This design comes from an exercise in tuning for small area, a short achievable clock period and few clock cycles per item on the open sky130 flow, not from production work. Where RTL was checked, it was by simulation tests only, not by an equivalence proof against the original. The flow treats the clock pin as an ideal source, which a real chip does not have. No activity file was given, so power comes from the tool's default toggle rates.

==> flow/design.v <==
`timescale 1ns / 1ps
module Optical_8x8ctrl_top#(
    parameter       P_BAR       =   1'b0,
    parameter       P_CROSS     =   1'b1,
    parameter       P_DSTWIDTH  =   3   ,
    parameter       P_PORTNUM   =   8   ,
    parameter       P_SWITCHNUM =   4
)(
    input                                   i_clk           ,
    input                                   i_rst           ,
    input  [P_DSTWIDTH*P_PORTNUM - 1:0]     i_8x8_req       ,
    input                                   i_8x8_valid     ,
    output [19:0]                           o_grant_8x8     ,
    output                                  o_grant_valid
);
wire [3:1] w_s;
wire [8:0] w_e0;
wire       w_b3;
wire [5:0] w_d1;
reg  [3:1] r_s;      
reg  [8:0] r_e0;     
reg        r_b3;     
reg  [5:0] r_d1;     
reg        r_valid;
benes8_in u_in (
    .i_req (i_8x8_req),
    .o_s   (w_s),
    .o_e0  (w_e0),
    .o_b3  (w_b3),
    .o_d1  (w_d1)
);
benes8_out u_out (
    .i_s     (r_s),
    .i_e0    (r_e0),
    .i_b3    (r_b3),
    .i_d1    (r_d1),
    .o_grant (o_grant_8x8)
);
assign o_grant_valid = r_valid;
always @(posedge i_clk) begin
    r_s  <= w_s;
    r_e0 <= w_e0;
    r_b3 <= w_b3;
    r_d1 <= w_d1;
end
always @(posedge i_clk or posedge i_rst) begin
    if (i_rst) r_valid <= 1'b0;
    else       r_valid <= i_8x8_valid;
end
endmodule
module benes8_in(
    input  [23:0] i_req,
    output [3:1]  o_s,
    output [8:0]  o_e0,
    output        o_b3,
    output [5:0]  o_d1
);
wire [2:0] dst [0:7];
wire [1:0] D   [0:7];
genvar gi;
generate
    for (gi = 0; gi < 8; gi = gi + 1) begin : g_in
        assign dst[gi] = i_req[3*gi +: 3];
        assign D[gi]   = i_req[3*gi+1 +: 2];
    end
endgenerate
wire e02 = D[0] == D[2], e04 = D[0] == D[4];
wire e13 = D[1] == D[3], e14 = D[1] == D[4], e15 = D[1] == D[5];
wire e16 = D[1] == D[6], e17 = D[1] == D[7];
wire e24 = D[2] == D[4], e25 = D[2] == D[5], e27 = D[2] == D[7];
wire e34 = D[3] == D[4], e35 = D[3] == D[5], e36 = D[3] == D[6], e37 = D[3] == D[7];
wire e47 = D[4] == D[7], e57 = D[5] == D[7];
wire s1 = e13 | e02 | (e15 & e34) | (e14 & e35) | (e17 & e36) | (e16 & e37);
wire s2_0 = e04 | e15 | e24 | e35;
wire s2_1 = e04 | e15 | e34 | e25;
wire s3_0 = e17 | e37 | (e47 & s2_0) | (e57 & ~s2_0);
wire s3_1 = e17 | e27 | (e47 & s2_1) | (e57 & ~s2_1);
wire s2 = s1 ? s2_1 : s2_0;
wire s3 = s1 ? s3_1 : s3_0;
wire [4:0] pass2_0 = s2_0 ? {D[4], dst[5]} : {D[5], dst[4]};
wire [4:0] pass2_1 = s2_1 ? {D[4], dst[5]} : {D[5], dst[4]};
wire [4:0] pass2   = s1 ? pass2_1 : pass2_0;
wire b3_0 = s3_0 ? dst[7][0] : dst[6][0];
wire b3_1 = s3_1 ? dst[7][0] : dst[6][0];
assign o_s     = {s3, s2, s1};
assign o_e0    = {pass2[2:0], s1 ? dst[3] : dst[2], dst[0]};
assign o_d1    = {pass2[4:3], s1 ? D[2] : D[3], D[1]};
assign o_b3    = s1 ? b3_1 : b3_0;
endmodule
module benes4_route(
    input  [5:0] d,
    output [5:0] g,
    output [3:0] z0, z1, z2, z3
);
genvar i;
generate
    for (i = 0; i < 3; i = i + 1) begin : g_dec
        assign z0[i] = d[2*i +: 2] == 2'd0;
        assign z1[i] = d[2*i +: 2] == 2'd1;
        assign z2[i] = d[2*i +: 2] == 2'd2;
        assign z3[i] = d[2*i +: 2] == 2'd3;
    end
endgenerate
assign z0[3] = ~(z0[0] | z0[1] | z0[2]);
assign z1[3] = ~(z1[0] | z1[1] | z1[2]);
assign z2[3] = ~(z2[0] | z2[1] | z2[2]);
assign z3[3] = ~(z3[0] | z3[1] | z3[2]);
wire [3:0] hi = z2 | z3;
assign g[0] = ~z0[0];
assign g[1] = z0[2] | z0[3];
assign g[3] = z0[3];
assign g[2] = (hi[0] & ~z1[0]) | (hi[1] & (z1[2] | z1[3])) | (hi[2] & z1[3]);
assign g[4] = ~((z1[0] & (hi[1] | hi[2] | hi[3])) | (z1[1] & (hi[2] | hi[3])) | (z1[2] & hi[3]));
assign g[5] = z3[0] | (z3[1] & ~z2[0]) | (z3[2] & z2[3]);
endmodule
module benes8_out(
    input  [3:1] i_s,
    input  [8:0] i_e0,
    input        i_b3,
    input  [5:0] i_d1,
    output [19:0] o_grant
);
wire [5:0] g0, g1;
wire [3:0] z0, z1, z2, z3;
wire [3:0] y0, y1, y2, y3;
benes4_route u_sub0 (
    .d  ({i_e0[8:7], i_e0[5:4], i_e0[2:1]}),
    .g  (g0), .z0 (z0), .z1 (z1), .z2 (z2), .z3 (z3)
);
benes4_route u_sub1 (
    .d  (i_d1),
    .g  (g1), .z0 (y0), .z1 (y1), .z2 (y2), .z3 (y3)
);
wire [3:0] b = {i_b3, i_e0[6], i_e0[3], i_e0[0]};
wire [3:0] go;
assign go[0] = |(z0 & b);
assign go[1] = |(z1 & b);
assign go[2] = |(z2 & b);
assign go[3] = |(z3 & b);
assign o_grant = {go, i_s, 1'b0, g1, g0};
endmodule
export LEC_CHECK = 0
export CAP_MARGIN = 20
export CORE_MARGIN = 2
export CORE_UTILIZATION = 60
export SLEW_MARGIN = 20
create_clock -name core_clock -period 19.0 [get_ports {i_clk}]
standard.sh (not shown) runs the stock make flow with config.mk's settings and CLKGATE_MAP_FILE= SYNTH_SCRIPT=/design/flow/synth_recipe.tcl, a recipe that flattens the netlist after the stock synthesis.
==> flow/flow/run.sh <==
#!/bin/bash
# Standard ORFS layout (the standard.sh) with plain buffers instead of delay
# buffers on the ports, minimum-size output-port buffers and smaller clock-tree
# buffers. All tool output goes to flow.log in the work folder; ORFS's per-step
# logs stay under orfs/logs/.
set -euo pipefail
cd "$(dirname "$0")/.."
W=$(pwd)
export BUFFER_PORTS_ARGS="-buffer_cell sky130_fd_sc_hd__buf_2"
export POST_GLOBAL_PLACE_TCL=$W/flow/outbuf.tcl
export CTS_ARGS="-sink_clustering_enable -repair_clock_nets -buf_list {${CTSBUF:-sky130_fd_sc_hd__clkbuf_8}} -root_buf ${CTSROOT:-sky130_fd_sc_hd__clkbuf_8} -dont_use_dummy_load"
bash standard.sh > flow.log 2>&1
==> flow/flow/outbuf.tcl <==
# After port buffering and global placement: shrink each output port's buffer
# to the minimum size (it drives only the port's load).
foreach inst [get_cells output*] {
  set cell [get_property $inst ref_name]
  if {$cell eq "sky130_fd_sc_hd__buf_2"} {
    replace_cell $inst sky130_fd_sc_hd__buf_1
  }
}
Testbench counts at the start, summed over its fixed seeds: cycles 2,048, items 2,048.
Change:
--- a/flow/config.mk
+++ b/flow/config.mk
@@ -9,2 +9,2 @@
-export CORE_MARGIN = 2
-export CORE_UTILIZATION = 60
+export CORE_AREA = 2 2 64 64
+export DIE_AREA = 0 0 66 66
What happened:
- cell count came out higher by about 9%
- area after synthesis does not change
- sequential power barely changes
- die area came out higher by about 54%
- maximum frequency barely changes
- count of clock-buffer cells in the layout does not change
- sequential share of layout area came out lower by 0.37 points
- worst setup slack gains 14 ps
Change:
--- a/flow/flow/run.sh
+++ b/flow/flow/run.sh
@@ -11 +11 @@
-export CTS_ARGS="-sink_clustering_enable -repair_clock_nets -buf_list {${CTSBUF:-sky130_fd_sc_hd__clkbuf_8}} -root_buf ${CTSROOT:-sky130_fd_sc_hd__clkbuf_8} -dont_use_dummy_load"
+export CTS_ARGS="-sink_clustering_enable -repair_clock_nets -buf_list {sky130_fd_sc_hd__clkbuf_4} -root_buf sky130_fd_sc_hd__clkbuf_4 -dont_use_dummy_load"
The new run finished clean.
Sequential cell count is unchanged.
Non-clock buffer count does not change.
Die area does not change.
Sequential power stays flat.
Count of clock-buffer cells in the layout does not change.
Routed wire length rises by 0.33%.
Total power went down by 5.2%.
Setup slack gets better by 48 ps.
Synthesized area is unchanged.
Maximum frequency goes up by 0.88%.
Cell area falls by 1.1%.

---

Optical_8x8ctrl_top, a different RTL version from the one above (not shown whole).
Size in the first run: about 170 cells after synthesis, ~48 I/O pins, about 1600 µm² of cells after synthesis.
// Optical_8x8ctrl_top
module Optical_8x8ctrl_top#(
    parameter       P_BAR       =   1'b0,
    parameter       P_CROSS     =   1'b1,
    parameter       P_DSTWIDTH  =   3   ,
    parameter       P_PORTNUM   =   8   ,
    parameter       P_SWITCHNUM =   4
)(
    input                                   i_clk           ,
    input                                   i_rst           ,
    input  [P_DSTWIDTH*P_PORTNUM - 1:0]     i_8x8_req       ,
    input                                   i_8x8_valid     ,
    output [19:0]                           o_grant_8x8     ,
    output                                  o_grant_valid
);
wire [3:0]  w_s;
wire [11:0] w_e0;
wire [7:0]  w_d1;
reg  [3:1]  r_s;
reg  [11:0] r_e0;
reg  [7:0]  r_d1;
reg         r_valid;
benes8_route u_route (.i_req(i_8x8_req), .o_s(w_s), .o_e0(w_e0), .o_d1(w_d1));
benes8_finish u_fin (.i_s({r_s, 1'b0}), .i_e0(r_e0), .i_d1(r_d1), .o_grant(o_grant_8x8));
assign o_grant_valid = r_valid;
always @(posedge i_clk) begin
    r_s  <= w_s[3:1];
    r_e0 <= w_e0;
    r_d1 <= w_d1;
end
always @(posedge i_clk or posedge i_rst) begin
    if (i_rst) r_valid <= 1'b0;
    else       r_valid <= i_8x8_valid;
end
endmodule
export LEC_CHECK = 0
export CAP_MARGIN = 20
export CORE_MARGIN = 2
export CORE_UTILIZATION = 40
export SLEW_MARGIN = 20
create_clock -name core_clock -period 19.0 [get_ports {i_clk}]
==> flow/flow/run.sh <==
#!/bin/bash
# Standard ORFS layout (the standard.sh) with plain buffers instead of delay
# buffers on the ports, minimum-size output-port buffers and smaller clock-tree
# buffers. All tool output goes to flow.log in the work folder; ORFS's per-step
# logs stay under orfs/logs/.
set -euo pipefail
cd "$(dirname "$0")/.."
W=$(pwd)
export BUFFER_PORTS_ARGS="-buffer_cell sky130_fd_sc_hd__buf_2"
export POST_GLOBAL_PLACE_TCL=$W/flow/outbuf.tcl
export CTS_ARGS="-sink_clustering_enable -repair_clock_nets -buf_list {${CTSBUF:-sky130_fd_sc_hd__clkbuf_8}} -root_buf ${CTSROOT:-sky130_fd_sc_hd__clkbuf_4} -dont_use_dummy_load"
bash standard.sh > flow.log 2>&1
Scripts as last shown in full above: flow/flow/outbuf.tcl
Change:
==> flow/flow/run.sh (replaced) <==
#!/bin/bash
# Standard ORFS layout (the standard.sh) with plain buffers instead of delay
# buffers on the ports and small clock-tree buffers. All tool output goes to
# flow.log in the work folder; ORFS's per-step logs stay under orfs/logs/.
set -euo pipefail
cd "$(dirname "$0")/.."
W=$(pwd)
export DONT_BUFFER_PORTS=1
export PRE_GLOBAL_PLACE_TCL=$W/flow/ports.tcl
export CTS_ARGS="-sink_clustering_enable -repair_clock_nets -buf_list {sky130_fd_sc_hd__clkbuf_2 sky130_fd_sc_hd__clkbuf_4} -root_buf sky130_fd_sc_hd__clkbuf_4 -dont_use_dummy_load"
bash standard.sh > flow.log 2>&1
==> flow/flow/ports.tcl (new file) <==
# Port buffers: a plain buffer on every input and a minimum-size one on every output.
buffer_ports -inputs -buffer_cell sky130_fd_sc_hd__buf_2
buffer_ports -outputs -buffer_cell sky130_fd_sc_hd__buf_1
removed: flow/flow/outbuf.tcl
After rerunning: The new run passed the timing, DRC and antenna checks; fmax climbs by a few percent; setup slack improves by 0.30 ns; final area drops by roughly a tenth; die area is unchanged; via count drops by about a fifth; synthesized cell count stays the same; core utilization drops by 5.4 points; worst hold slack degrades by 0.10 ns.
Change:
==> flow/flow/run.sh (replaced) <==
#!/bin/bash
# Standard ORFS layout, with plain buffers (instead of delay buffers) on the
# ports and a smaller clock tree. Each tool's output goes to flow.log here;
# ORFS's per-step logs stay under orfs/logs/.
set -euo pipefail
cd "$(dirname "$0")/.."
export BUFFER_PORTS_ARGS="-buffer_cell sky130_fd_sc_hd__buf_2"
export SETUP_SLACK_MARGIN=13.8
bash standard.sh > flow.log 2>&1
removed: flow/flow/ports.tcl
What happened: Worst setup slack improves by 0.011 ns; die area does not change; utilization is higher by 21 points; routed wire length is higher by 22%; power is higher by 34%; non-clock buffer count is higher by 58.
Change:
--- a/flow/flow/run.sh
+++ b/flow/flow/run.sh
@@ -7,3 +7,2 @@
 export BUFFER_PORTS_ARGS="-buffer_cell sky130_fd_sc_hd__buf_2"
-export SETUP_SLACK_MARGIN=13.8
 bash standard.sh > flow.log 2>&1
ABC_AREA = 1   (was not set)
Critical path depth climbs by 3. Core utilization went down by 15 points. Die area is higher by 11%.
Change:
--- a/flow/flow/run.sh
+++ b/flow/flow/run.sh
@@ -7,2 +7,3 @@
 export BUFFER_PORTS_ARGS="-buffer_cell sky130_fd_sc_hd__buf_2"
+export SETUP_SLACK_MARGIN=13.3
 bash standard.sh > flow.log 2>&1
ABC_AREA = not set   (was 1)
The new run finished clean. Worst setup slack loses 0.39 ns. Wire length fell by 14%. Non-clock buffer count rose by 5. Die area fell by 10%. Final cell count fell by 30%. Via count fell by 26%.
Change:
--- a/flow/flow/run.sh
+++ b/flow/flow/run.sh
@@ -7,3 +7,2 @@
 export BUFFER_PORTS_ARGS="-buffer_cell sky130_fd_sc_hd__buf_2"
-export SETUP_SLACK_MARGIN=13.3
 bash standard.sh > flow.log 2>&1
Outcome:
- wire length is lower by 6.5%
- setup slack loses 0.23 ns
- sequential cell count is unchanged
- count of clock-buffer cells in the layout is lower by 1
No run of this note included a check of the RTL's function; only the layout flow was run.

---

## exp/delta
Optical_8x8ctrl_top, a different RTL version from the one above (not shown whole).
For scale: about 20 flip-flops, about 48 I/O pins.
==> flow/design.v (excerpt) <==
module Optical_8x8ctrl_top#(
    parameter       P_BAR       =   1'b0,
    parameter       P_CROSS     =   1'b1,
    parameter       P_DSTWIDTH  =   3   ,
    parameter       P_PORTNUM   =   8   ,
    parameter       P_SWITCHNUM =   4
)(
    input                                   i_clk           ,
    input                                   i_rst           ,
    input  [P_DSTWIDTH*P_PORTNUM - 1:0]     i_8x8_req       ,
    input                                   i_8x8_valid     ,
    output [19:0]                           o_grant_8x8     ,
    output                                  o_grant_valid
);
==> flow/config.mk <==
export PLATFORM = sky130hd
export DESIGN_NAME = Optical_8x8ctrl_top
export DESIGN_NICKNAME = Optical_8x8ctrl_top
export VERILOG_FILES = /design/flow/design.v
export SDC_FILE = /design/flow/constraint.sdc
export NUM_CORES = 4
export LEC_CHECK = 0
export CAP_MARGIN = 20
export CORE_AREA = 2 2 64 64
export DIE_AREA = 0 0 66 66
export SLEW_MARGIN = 20
==> flow/constraint.sdc <==
create_clock -name core_clock -period 19.0 [get_ports {i_clk}]
set_input_delay 3.8000 -clock core_clock [delete_from_list [all_inputs] [get_ports {i_clk}]]
set_output_delay 3.8000 -clock core_clock [all_outputs]
set_load 0.01 [all_outputs]
==> flow/flow/run.sh <==
#!/bin/bash
set -euo pipefail
cd "$(dirname "$0")/.."
W=$(pwd)
export BUFFER_PORTS_ARGS="-buffer_cell sky130_fd_sc_hd__buf_2"
export POST_GLOBAL_PLACE_TCL=$W/flow/outbuf.tcl
export POST_CTS_TCL=$W/flow/size.tcl
export CTS_ARGS="-sink_clustering_enable -repair_clock_nets -buf_list {sky130_fd_sc_hd__clkbuf_4} -root_buf sky130_fd_sc_hd__clkbuf_4 -dont_use_dummy_load"
bash standard.sh > flow.log 2>&1
Other scripts of this flow, unchanged in this note and not shown: flow/flow/outbuf.tcl, flow/flow/size.tcl
Testbench counts of exp/delta, summed over its fixed seeds: cycles 2,048, items 2,048.
> inputs changed (exp/delta -> exp/lagoon)
==> flow/flow/run.sh <==
#!/bin/bash
set -euo pipefail
cd "$(dirname "$0")/.."
W=$(pwd)
{ head -n 1 synth_recipe.tcl; cat flow/abc_override.tcl; tail -n +2 synth_recipe.tcl; } > own_synth.tcl
sed "s#SYNTH_SCRIPT=[^ ]*#SYNTH_SCRIPT=$W/own_synth.tcl#" standard.sh > own_standard.sh
grep -q "SYNTH_SCRIPT=$W/own_synth.tcl" own_standard.sh
export OWN_ABC_SCRIPT=$W/flow/abc.script
export BUFFER_PORTS_ARGS="-buffer_cell sky130_fd_sc_hd__buf_2"
export POST_GLOBAL_PLACE_TCL=$W/flow/outbuf.tcl
export POST_CTS_TCL=$W/flow/size.tcl
export CTS_ARGS="-sink_clustering_enable -repair_clock_nets -buf_list {sky130_fd_sc_hd__clkbuf_4} -root_buf sky130_fd_sc_hd__clkbuf_4 -dont_use_dummy_load"
bash own_standard.sh > flow.log 2>&1
==> flow/flow/abc.script (new file) <==
&get -n
&st
&dch
&nf -R 20
&put
==> flow/flow/abc_override.tcl (new file) <==
# Technology mapping with this flow's own ABC script (flow/abc.script) in place
# of ORFS's; everything else in the standard flow's synthesis stays as it is.
proc abc {args} {
  set i [lsearch -exact $args -script]
  if {$i >= 0} { lset args [expr {$i + 1}] $::env(OWN_ABC_SCRIPT) }
  puts "abc_override: abc [join $args]"
  yosys abc {*}$args
}
Findings:
- exp/lagoon vs. exp/delta: clock period minus final worst setup slack went down by 0.11 ns.
- Clock edge transition at the registers on the reported setup and hold paths of exp/delta is on par with exp/lagoon.
- Sequential power, exp/lagoon vs exp/delta: down slightly
- As far as area fraction of clock buffers and clock inverters is concerned, exp/lagoon and exp/delta perform about the same.
- exp/lagoon improves on exp/delta in maximum frequency.
- Diff exp/delta -> exp/lagoon: area after synthesis now smaller; wire length per cell now larger.
- The final critical-path setup slack reported for exp/lagoon is greater than that of exp/delta by 0.11 ns.
- Looking at initial cell density of the core, exp/lagoon sits below exp/delta.
Here is what was changed in the inputs of exp/garnet compared with exp/lagoon.
==> flow/flow/abc.script <==
strash
dch
map -a
-- flow/flow/abc_override.tcl --
<<< exp/lagoon, line 5
  if {$i >= 0} { lset args [expr {$i + 1}] $::env(OWN_ABC_SCRIPT) }
  puts "abc_override: abc [join $args]"
  yosys abc {*}$args
>>> exp/garnet, line 5
  if {$i >= 0} { lset args [expr {$i + 1}] $::env(OWN_ABC_SCRIPT) }
  yosys abc {*}$args
### Flow results
- Compared with exp/lagoon, exp/garnet is the less power-hungry design.
- exp/garnet vs exp/lagoon, highest-delay cell along the critical path: sky130_fd_sc_hd__o311ai_1 vs sky130_fd_sc_hd__dfxtp_1
- Between exp/garnet and exp/lagoon, it is exp/garnet whose number of cells produced by synthesis is higher, by about 46%.
- exp/lagoon reports its timing startpoint of the critical path as r_e0[1] while exp/garnet reports i_8x8_req[7].
- Layout overhead on the synthesized area: exp/garnet lower than exp/lagoon
- exp/garnet completed end to end with timing, DRC and antenna clean.
- Of exp/lagoon and exp/garnet, the lower multi-input combinational cell count belongs to exp/lagoon.
- exp/garnet ends up with higher design area than exp/lagoon does.
- Re post-placement setup slack: exp/garnet is 0.033 ns up on exp/lagoon.
- Going from exp/lagoon to exp/garnet, total number of vias saw an increase; utilization after layout moved up.

[what the ideal ports hide]
Ports are ideal in the flow. The routed layouts listed here were re-timed in OpenROAD. Step 1 (the two cells are an assumption about what drives the block):
set clk [get_ports {i_clk}]
set_driving_cell -lib_cell sky130_fd_sc_hd__clkbuf_16 $clk
set_driving_cell -lib_cell sky130_fd_sc_hd__buf_2 [delete_from_list [all_inputs] $clk]
Step 2 adds t to the input delays and takes it off the output delays; t is the mean of the earliest and latest rising clock arrival at the registers after step 1. Input paths then give back, and output paths get back, about the clock's delay inside the block. a / b / c = ideal ports / drivers / drivers and shift; a / b = the first two.
run | shift t [ns] | slack for setup (ns) | worst setup path at the end | latest minus earliest clock arrival (ns) | slew at the worst register clock pin (ns)
the first run of note 1 | 0.272 | 13.444 / 13.447 / 13.175 | input to register | 0.003 / 0.003 | 0.07 / 0.07
the second run of note 1 | 0.269 | 13.458 / 13.462 / 13.193 | input to register | 0.007 / 0.006 | 0.07 / 0.07
the third run of note 1 | 0.305 | 13.506 / 13.507 / 13.202 | input to register | 0.011 / 0.011 | 0.10 / 0.10
the first run of note 2 | 0.314 | 13.168 / 13.172 / 12.859 | input to register | 0.026 / 0.025 | 0.12 / 0.12
the second run of note 2 | 0.318 | 13.471 / 13.371 / 13.053 | input to register | 0.011 / 0.011 | 0.12 / 0.12
the third run of note 2 | 0.280 | 13.482 / 13.453 / 13.172 | input to register | 0.005 / 0.005 | 0.08 / 0.08
the fourth run of note 2 | 0.280 | 13.723 / 13.720 / 13.441 | input to register | 0.003 / 0.003 | 0.08 / 0.08
the fifth run of note 2 | 0.282 | 13.331 / 13.334 / 13.052 | input to register | 0.004 / 0.004 | 0.08 / 0.08
the sixth run of note 2 | 0.280 | 13.098 / 13.103 / 12.824 | input to register | 0.003 / 0.003 | 0.08 / 0.08
exp/delta | 0.303 | 13.649 / 13.628 / 13.385 | input to register | 0.024 / 0.023 | 0.11 / 0.11
exp/lagoon | 0.310 | 13.763 / 13.742 / 13.461 | input to register | 0.001 / 0.001 | 0.10 / 0.10
exp/garnet | 0.310 | 13.768 / 13.772 / 13.462 | input to register | 0.024 / 0.024 | 0.11 / 0.11
After both steps setup and hold are still met in every run listed. The setup slack of the second run of note 2, which loses most, moves by -0.100 ns with the drivers and by -0.418 ns with both steps.
